This design comes from an exercise in tuning for small area on the open sky130 flow, not from production work. The RTL was checked by simulation tests, not by an equivalence proof against the original design. No activity file was given, so power comes from the tool's default toggle rates.

## alpha
Design lidar_system_top, start of the top module:
module lidar_system_top (
    input  wire clk,
    input  wire rst,
    input  wire rx,
    output wire tx,
    output wire [15:0] dbg_max_idx,
    output wire [15:0] dbg_min_idx,
    output wire [15:0] dbg_max_dist,
    output wire [15:0] dbg_min_dist,
    output wire [15:0] dbg_obs_alert,
    output wire [15:0] dbg_max_angle,
    output wire [15:0] dbg_min_angle,
    output wire        dbg_angle_done
);
    localparam [15:0] K36 = 16'd36000;
    localparam [15:0] K29 = 16'd29536;           
    reg  [7:0] pre;
    wire       ptick = (pre == 8'd216);
    always @(posedge clk) pre <= (rst || ptick) ? 8'd0 : pre + 8'd1;
    reg  [3:0] ph;
    always @(posedge clk) ph <= rst ? 4'd0 : ph + 4'd1;
    wire p0  = (ph == 4'd0);
    wire p15 = (ph == 4'd15);
    reg        rxs;
    reg        rbusy;
    reg  [3:0] rqb;
    reg  [1:0] rqq;
    reg        rpend;
    wire rsamp = ptick && rbusy && (rqq == 2'b01);
    always @(posedge clk) rxs <= rx;
    always @(posedge clk) begin
        if (rst) rbusy <= 1'b0;
        else if (ptick) begin
            if (!rbusy) rbusy <= !rxs;
            else if (rsamp && (rqb == 4'd9)) rbusy <= 1'b0;
        end
    end
    always @(posedge clk) begin
        if (!rbusy) begin
            rqq <= 2'b00;
            rqb <= 4'd0;
        end else if (ptick) begin
            rqq <= {rqq[0], ~rqq[1]};
            if (rqq == 2'b10) rqb <= rqb + 4'd1;
        end
    end
    localparam [3:0] J_IDLE = 4'd0, J_RXBIT = 4'd1, J_COPY = 4'd2, J_ADJ = 4'd3,
                     J_SPAN = 4'd4, J_ADD36 = 4'd5, J_SHIFT = 4'd6, J_CMP = 4'd7,
                     J_SAMP = 4'd8;
    localparam [3:0] P_H1 = 4'd0, P_H2 = 4'd1, P_CT = 4'd2, P_F0 = 4'd3, P_F1 = 4'd4,
                     P_L0 = 4'd5, P_L1 = 4'd6, P_S0 = 4'd7, P_S1 = 4'd8;
    reg  [3:0] js;
    reg  [3:0] st;
    reg  [7:0] ct;
    reg  [7:0] idx;
    reg [15:0] rsh, acc, delta;
  ...
Size: about 210 flip-flops, ~120 I/O pins.
==> flow/config.mk <==
export PLATFORM = sky130hd
export DESIGN_NAME = lidar_system_top
export DESIGN_NICKNAME = lidar_system_top
export VERILOG_FILES = /design/flow/design.v
export SDC_FILE = /design/flow/constraint.sdc
export NUM_CORES = 4
export LEC_CHECK = 0
export CAP_MARGIN = 20
export CORE_MARGIN = 2
export CORE_UTILIZATION = 40
export PLACE_DENSITY = 0.6
export SLEW_MARGIN = 20
==> flow/constraint.sdc <==
create_clock -name core_clock -period 10.0 [get_ports {clk}]
set_input_delay 2.0000 -clock core_clock [delete_from_list [all_inputs] [get_ports {clk}]]
set_output_delay 2.0000 -clock core_clock [all_outputs]
set_load 0.01 [all_outputs]
standard.sh (not shown) runs the stock make flow with config.mk's settings and CLKGATE_MAP_FILE= SYNTH_SCRIPT=/design/flow/synth_recipe.tcl, a recipe that flattens the netlist after the stock synthesis.
==> flow/flow/run.sh <==
#!/bin/bash
# The standard ORFS flow (standard.sh) with these changes:
#  - synthesis: the standard script, but abc maps the logic for area
#    (flow/area.abc); flip-flops are the standard synthesis's
#  - port buffers use sky130_fd_sc_hd__buf_1
#  - clock tree: clkbuf_4 buffers, small sink clusters, no dummy loads
# Tool logs: orfs/logs/..., make output in finish.log.
set -euo pipefail
F=$PWD/flow
export MY_ABC_SCRIPT=$F/area.abc
export BUFFER_PORTS_ARGS="-buffer_cell sky130_fd_sc_hd__buf_1"
export CTS_ARGS="-sink_clustering_enable -repair_clock_nets -dont_use_dummy_load -buf_list sky130_fd_sc_hd__clkbuf_4 -root_buf sky130_fd_sc_hd__clkbuf_8 -sink_clustering_size 10 -sink_clustering_max_diameter 40"
bash standard.sh finish SYNTH_SCRIPT=$F/my_synth.tcl > finish.log 2>&1
==> flow/flow/area.abc <==
strash
ifraig
dc2
dch -f
amap -m -F 2 -A 8
==> flow/flow/my_synth.tcl <==
# synth_recipe.tcl (the standard synthesis: synth without fsm and share,
# then flattened and renamed) with one change: abc maps the logic with the
# area-oriented script in MY_ABC_SCRIPT instead of ORFS's speed script.
# Flip-flops are mapped before abc runs, so they are the standard ones.
proc synth {args} { yosys synth -nofsm -noshare {*}$args }
proc abc {args} {
  set i [lsearch -exact $args -script]
  if {$i >= 0 && [info exists ::env(MY_ABC_SCRIPT)]} {
    set args [lreplace $args [expr {$i + 1}] [expr {$i + 1}] $::env(MY_ABC_SCRIPT)]
  }
  yosys abc {*}$args
}
source $::env(SCRIPTS_DIR)/synth.tcl
# left out here: clear keep_hierarchy, flatten, clean up, hide names made inside functions, write 1_2_yosys.v
alpha was carried through to the last stage, and its layout satisfied the timing, DRC and antenna checks.
The following lists how beta was set up differently from alpha:
# alpha
export LEC_CHECK = 0
export CAP_MARGIN = 20
export CORE_MARGIN = 2
export CORE_UTILIZATION = 40
export PLACE_DENSITY = 0.6
export SLEW_MARGIN = 20
create_clock -name core_clock -period 10.0 [get_ports {clk}]
# beta
export LEC_CHECK = 0
export ABC_AREA = 1
export CAP_MARGIN = 20
export CORE_MARGIN = 2
export CORE_UTILIZATION = 40
export PLACE_DENSITY = 0.6
export SLEW_MARGIN = 20
create_clock -name core_clock -period 10.0 [get_ports {clk}]
==> flow/flow/run.sh <==
#!/bin/bash
# Standard synthesis, then the standard ORFS steps with two changes:
#  - port buffers use sky130_fd_sc_hd__buf_1
#  - clock tree: small buffers and sink clusters, no dummy loads
set -euo pipefail
bash standard.sh synth > synth.log 2>&1
export BUFFER_PORTS_ARGS="-buffer_cell sky130_fd_sc_hd__buf_1"
export CTS_ARGS="-sink_clustering_enable -repair_clock_nets -dont_use_dummy_load -buf_list sky130_fd_sc_hd__clkbuf_4 -root_buf sky130_fd_sc_hd__clkbuf_8 -sink_clustering_size 10 -sink_clustering_max_diameter 40"
bash standard.sh finish > finish.log 2>&1
removed: flow/flow/area.abc
removed: flow/flow/my_synth.tcl
Findings:
- Sort beta and alpha by part of the power in the clock network asc -> top: alpha
- Layout multi-input combinational cell count (beta vs. alpha) increases by more than a quarter
- Commonest non-fill, non-tap cell in the layout: nand2_1 -> beta, edfxtp_1 -> alpha
- beta against alpha: post-route worst setup slack now larger; total power now smaller; global-route usage comparable.
- alpha has a lower fill cell instance count of the final layout than beta.
Setup changes, beta to gamma
# beta
export LEC_CHECK = 0
export ABC_AREA = 1
export CAP_MARGIN = 20
export CORE_MARGIN = 2
export CORE_UTILIZATION = 40
export PLACE_DENSITY = 0.6
export SLEW_MARGIN = 20
create_clock -name core_clock -period 10.0 [get_ports {clk}]
# gamma
export LEC_CHECK = 0
export CAP_MARGIN = 20
export CORE_MARGIN = 2
export CORE_UTILIZATION = 40
export PLACE_DENSITY = 0.6
export SLEW_MARGIN = 20
create_clock -name core_clock -period 10.0 [get_ports {clk}]
==> run summary <==
- gamma went all the way through the flow, and no timing, DRC or antenna check failed.
- gamma vs beta — design area dropped slightly
- Compared with beta, in gamma transition time at the pin with the least slew margin increased by 56 ps relative to the old numbers; via count decreased by about 3.5% relative to the old numbers; total detailed-routing wirelength went up; post-place setup slack now sits lower; clock latency at the later pin of the worst-skew pair held steady.
- Comparing beta against gamma, there is no change at all in flip-flop and latch area.
- Measured against each other, gamma and beta differ in maximum frequency from static timing analysis, the lower figure coming from gamma.
- On pin count of the biggest net entering global routing: gamma sits below beta.

==> separate check: timing with driven ports <==
No port has a modelled driver above. Below, the same layouts with a new extraction and two added sets of constraints.
Step 1 sets driving cells, clkbuf_16 on the clock port and buf_2 on the other inputs (assumed; they add their load-dependent delay and slew).
Step 2 also shifts input and output timing later by t, the mid clock arrival at the registers, as if the neighbouring blocks saw the same clock.
Three values: ideal ports, drivers, drivers and shift; two values: the first two.
run | shift t [ns] | setup slack, ns | worst setup path at the end
alpha | 0.531 | 6.210 / 6.210 / 6.210 | register to register
beta | 0.539 | 6.485 / 6.448 / 6.956 | input to register
gamma | 0.545 | 6.412 / 6.375 / 6.692 | register to register
After both steps every run listed still meets setup and hold.
